Background: an optimization exercise with open tools, aiming at small area. Do not read the settings as production practice.
The RTL was checked by simulation tests, not by an equivalence proof against the original design.
The flow treats the clock pin as an ideal source, which a real chip does not have.
Power is estimated from default activity; no workload was simulated.

Setup of JK:
==> flow/design.v <==
`timescale 1ns / 1ps
module relu_lane (input [21:0] a, input [21:0] b, output [6:0] y);
wire [21:0] p = a ^ b;
wire [21:0] g = a & b;
wire [6:0] cl;
assign cl[1] = a[0] & b[0];
assign cl[2] = (a[1] & b[1]) | (a[1] & cl[1]) | (b[1] & cl[1]);
assign cl[3] = (a[2] & b[2]) | (a[2] & cl[2]) | (b[2] & cl[2]);
assign cl[4] = (a[3] & b[3]) | (a[3] & cl[3]) | (b[3] & cl[3]);
assign cl[5] = (a[4] & b[4]) | (a[4] & cl[4]) | (b[4] & cl[4]);
assign cl[6] = (a[5] & b[5]) | (a[5] & cl[5]) | (b[5] & cl[5]);
wire c6 = cl[6];
wire c7 = g[6] | (p[6] & c6);
wire s6 = p[6] ^ c6;
wire [8:0] c;
assign c[0] = c7;
wire Gx0 = g[8] | (p[8] & g[7]);
wire Px0 = p[8] & p[7];
wire Gx1 = g[10] | (p[10] & g[9]);
wire Px1 = p[10] & p[9];
wire Gx2 = g[12] | (p[12] & g[11]);
wire Px2 = p[12] & p[11];
wire Gx3 = g[14] | (p[14] & g[13]);
wire Px3 = p[14] & p[13];
wire Gx4 = Gx1 | (Px1 & Gx0);
wire Px4 = Px1 & Px0;
wire Gx5 = Gx3 | (Px3 & Gx2);
wire Px5 = Px3 & Px2;
wire Gx6 = Gx5 | (Px5 & Gx4);
wire Px6 = Px5 & Px4;
wire Gx7 = Gx2 | (Px2 & Gx4);
wire Px7 = Px2 & Px4;
wire Gx8 = g[9] | (p[9] & Gx0);
wire Px8 = p[9] & Px0;
wire Gx9 = g[11] | (p[11] & Gx4);
wire Px9 = p[11] & Px4;
wire Gx10 = g[13] | (p[13] & Gx7);
wire Px10 = p[13] & Px7;
assign c[1] = g[7] | (p[7] & c7);
assign c[2] = Gx0 | (Px0 & c7);
assign c[3] = Gx8 | (Px8 & c7);
assign c[4] = Gx4 | (Px4 & c7);
assign c[5] = Gx9 | (Px9 & c7);
assign c[6] = Gx7 | (Px7 & c7);
assign c[7] = Gx10 | (Px10 & c7);
assign c[8] = Gx6 | (Px6 & c7);
wire [7:0] q = p[14:7] ^ c[7:0];
wire [6:0] k;
assign k[0] = s6;
assign k[1] = k[0] & q[0];
assign k[2] = k[1] & q[1];
assign k[3] = k[2] & q[2];
assign k[4] = k[3] & q[3];
assign k[5] = k[4] & q[4];
assign k[6] = k[5] & q[5];
wire sat = q[7] | (k[6] & q[6]);
wire [6:0] r = q[6:0] ^ k;
wire [6:0] ch;
assign ch[0] = c[8];
assign ch[1] = g[15] | (p[15] & ch[0]);
assign ch[2] = g[16] | (p[16] & ch[1]);
assign ch[3] = g[17] | (p[17] & ch[2]);
assign ch[4] = g[18] | (p[18] & ch[3]);
assign ch[5] = g[19] | (p[19] & ch[4]);
assign ch[6] = g[20] | (p[20] & ch[5]);
wire c21 = ch[6];
wire neg = g[21] | (p[21] & ~c21);
assign y = neg ? 7'd0 : (r | {7{sat}});
endmodule
`timescale 1ns / 1ps
module acc_bias_relu(
    input i_add4_end,
    input clk,
    input rst_n,
    input layer1,
    output o_acc_end,
    input [15:0] i_acc_bias_fm_col,
    input i_add4_valid,
    input signed [22*32-1:0] i_add4_data,
    input signed [22*32-1:0] i_bias,
    input [15:0] i_bias_addr_base,
    output [15:0] o_sel_bias_addr,
    output [8*32-1:0] o_acc_data_out,
    output o_acc_data_out_valid
    );
wire [7*32-1:0] res;
genvar k;
generate
    for (k = 0; k < 32; k = k + 1) begin : lane
        relu_lane u (.a(i_add4_data[22*k +: 22]), .b(i_bias[22*k +: 22]), .y(res[7*k +: 7]));
    end
endgenerate
reg [7*32-1:0] d1, d2, d3, d4, d5;
always @(posedge clk) begin
    d1 <= {~res[7*32-1:7*16], res[7*16-1:0]};
    d2 <= d1;
    d3 <= d2;
    d4 <= d3;
    d5 <= d4;
end
reg [4:0] vld;
reg [15:0] sel_bias_addr_buf;
reg acc_end_ff1, acc_end_ff2;
always @(posedge clk) begin
    if (!rst_n) begin
        vld <= 0;
        sel_bias_addr_buf <= i_bias_addr_base;
        acc_end_ff1 <= 0;
        acc_end_ff2 <= 0;
    end else begin
        vld <= {vld[3:0], i_add4_valid};
        if (i_add4_end)
            sel_bias_addr_buf <= sel_bias_addr_buf + 16'd32;
        acc_end_ff1 <= i_add4_end;
        acc_end_ff2 <= acc_end_ff1;
    end
end
generate
    for (k = 0; k < 32; k = k + 1) begin : outb
        if (k < 16) begin : lo
            assign o_acc_data_out[8*k +: 8] = {1'b0, d5[7*k +: 7]};
        end else begin : hi
            assign o_acc_data_out[8*k +: 8] = {1'b0, ~(d5[7*k +: 7] | {7{~layer1}})};
        end
    end
endgenerate
assign o_acc_data_out_valid = vld[4];
assign o_sel_bias_addr = sel_bias_addr_buf;
assign o_acc_end = acc_end_ff2;
endmodule
Settings: LEC_CHECK=0, CAP_MARGIN=20, CORE_AREA=10 10 360 260, DIE_AREA=0 0 370 270, PLACE_DENSITY=0.8, SLEW_MARGIN=40; clock period 5.0 ns.
standard.sh (not shown) runs the stock make flow with config.mk's settings and CLKGATE_MAP_FILE= SYNTH_SCRIPT=/design/flow/synth_recipe.tcl, a recipe that flattens the netlist after the stock synthesis.
==> flow/flow/run.sh <==
#!/bin/bash
# The standard layout (standard.sh: ORFS with synth_recipe.tcl), with these changes:
# - each port is buffered by the smallest buffer (buf_1), not the cell buffer_ports picks;
# - the clock tree is built with the clock_tree_synthesis arguments in CTS_ARGS;
# - synthesis extracts only full adders (not half adders) and maps the rest with
#   flow/abc_speed.script, which recovers more area than ORFS's own script.
#   The registers are mapped exactly as in the standard synthesis (that happens before ABC).
# - nor2b cells are added to the platform's don't-use list: the layer1 mask then maps to
#   nor2 gates that share one inverter of layer1.
# Every other ORFS script is used unchanged, from a copy in ./scripts.
# ORFS writes each tool's full log under orfs/logs; standard.sh's output goes to standard.log.
set -euo pipefail
export BUFFER_PORTS_ARGS="-buffer_cell sky130_fd_sc_hd__buf_1"
export CTS_ARGS="-sink_clustering_enable -repair_clock_nets -buf_list sky130_fd_sc_hd__clkbuf_4 -sink_clustering_size 10 -sink_clustering_max_diameter 35 -dont_use_dummy_load"
export PLACE_PINS_ARGS="-min_distance 1 -min_distance_in_tracks"
rm -rf scripts
cp -r "$FLOW_HOME/scripts" scripts
cp flow/abc_speed.script scripts/abc_speed.script
# extract only full adders (no half adders) before ABC
grep -q 'extract_fa {\*}\[dont_use_extract_fa_args\]' scripts/synth.tcl
sed -i 's/extract_fa {\*}\[dont_use_extract_fa_args\]/extract_fa -fa/' scripts/synth.tcl
export SCRIPTS_DIR="$PWD/scripts"
# the platform's don't-use list (from its config.mk) plus the extra cells; on make's command
# line, as the platform's config.mk sets the variable itself
du=$(sed -n '/^export DONT_USE_CELLS += /,/^#$/p' "$FLOW_HOME/platforms/sky130hd/config.mk" | grep -o 'sky130_fd_sc_hd__[a-z0-9_]*' | tr '\n' ' ')
bash standard.sh "DONT_USE_CELLS=$du sky130_fd_sc_hd__nor2b_1 sky130_fd_sc_hd__nor2b_2 sky130_fd_sc_hd__nor2b_4" finish > standard.log 2>&1
==> flow/flow/abc_speed.script <==
strash
&get -n
&st
&dch
&nf -R 1000
&put
&get -n
&st
&dch -f
&nf -R 1000
&put
topo
stime -c
buffer -c
upsize -c
dnsize -c
The inputs of MS differ from those of JK as listed below.
diff --git a/flow/design.v b/flow/design.v
--- a/flow/design.v
+++ b/flow/design.v
@@ -19,34 +19,36 @@
 wire Gx1 = g[10] | (p[10] & g[9]);
 wire Px1 = p[10] & p[9];
 wire Gx2 = g[12] | (p[12] & g[11]);
 wire Px2 = p[12] & p[11];
 wire Gx3 = g[14] | (p[14] & g[13]);
 wire Px3 = p[14] & p[13];
-wire Gx4 = Gx1 | (Px1 & Gx0);
-wire Px4 = Px1 & Px0;
-wire Gx5 = Gx3 | (Px3 & Gx2);
-wire Px5 = Px3 & Px2;
-wire Gx6 = Gx5 | (Px5 & Gx4);
-wire Px6 = Px5 & Px4;
-wire Gx7 = Gx2 | (Px2 & Gx4);
-wire Px7 = Px2 & Px4;
-wire Gx8 = g[9] | (p[9] & Gx0);
-wire Px8 = p[9] & Px0;
-wire Gx9 = g[11] | (p[11] & Gx4);
-wire Px9 = p[11] & Px4;
-wire Gx10 = g[13] | (p[13] & Gx7);
-wire Px10 = p[13] & Px7;
+wire Gx4 = g[9] | (p[9] & Gx0);
+wire Px4 = p[9] & Px0;
+wire Gx5 = Gx1 | (Px1 & Gx0);
+wire Px5 = Px1 & Px0;
+wire Gx6 = g[13] | (p[13] & Gx2);
+wire Px6 = p[13] & Px2;
+wire Gx7 = Gx3 | (Px3 & Gx2);
+wire Px7 = Px3 & Px2;
+wire Gx8 = g[11] | (p[11] & Gx5);
+wire Px8 = p[11] & Px5;
+wire Gx9 = Gx2 | (Px2 & Gx5);
+wire Px9 = Px2 & Px5;
+wire Gx10 = Gx6 | (Px6 & Gx5);
+wire Px10 = Px6 & Px5;
+wire Gx11 = Gx7 | (Px7 & Gx5);
+wire Px11 = Px7 & Px5;
 assign c[1] = g[7] | (p[7] & c7);
 assign c[2] = Gx0 | (Px0 & c7);
-assign c[3] = Gx8 | (Px8 & c7);
-assign c[4] = Gx4 | (Px4 & c7);
-assign c[5] = Gx9 | (Px9 & c7);
-assign c[6] = Gx7 | (Px7 & c7);
+assign c[3] = Gx4 | (Px4 & c7);
+assign c[4] = Gx5 | (Px5 & c7);
+assign c[5] = Gx8 | (Px8 & c7);
+assign c[6] = Gx9 | (Px9 & c7);
 assign c[7] = Gx10 | (Px10 & c7);
-assign c[8] = Gx6 | (Px6 & c7);
+assign c[8] = Gx11 | (Px11 & c7);
 wire [7:0] q = p[14:7] ^ c[7:0];
 wire [6:0] k;
 assign k[0] = s6;
 assign k[1] = k[0] & q[0];
 assign k[2] = k[1] & q[1];
 assign k[3] = k[2] & q[2];
[summary]
- Number of stages on the worst setup path for MS: 4 up relative to JK
- MS vs. JK: count of clock-buffer cells in the layout rose by 3, simple-gate area share of the yosys netlist now sits higher, final core utilization was more or less identical, detailed-route wire length fell by 3.6%, maximum net fanout on the critical path essentially unchanged.
- Compared with JK, MS shows a combinational share of power that is 0.2 points lower.

[separate check: timing with driven ports]
The flow's constraints put no driver on any port. The routed layouts listed below were extracted and timed again, unchanged, in two steps. Step 1, drivers: a clkbuf_16 drives clk and a buf_2 each remaining input, both assumed. Step 2 moves the port delays by t, midway between the first and last clock arrival at a register: inputs arrive t later, outputs are due t later. That takes back most of the time a late clock gives input paths. Three values: ideal, step 1, step 2; two values: the first two.
run	shift t [ns]	setup slack, ns	hold slack, ns	worst setup path at the end	worst register clock-pin slew, ns
JK	1.025	0.971 / 0.988 / -0.037	0.222 / 0.225 / 0.239	input to register	0.11 / 0.11
MS	0.986	0.867 / 0.906 / -0.080	0.228 / 0.201 / 0.254	input to register	0.11 / 0.11
With both steps, setup timing fails in JK and MS, where it was met with ideal ports. The setup slack of JK, which loses most, moves by +0.017 ns with the drivers and by -1.008 ns with both steps.
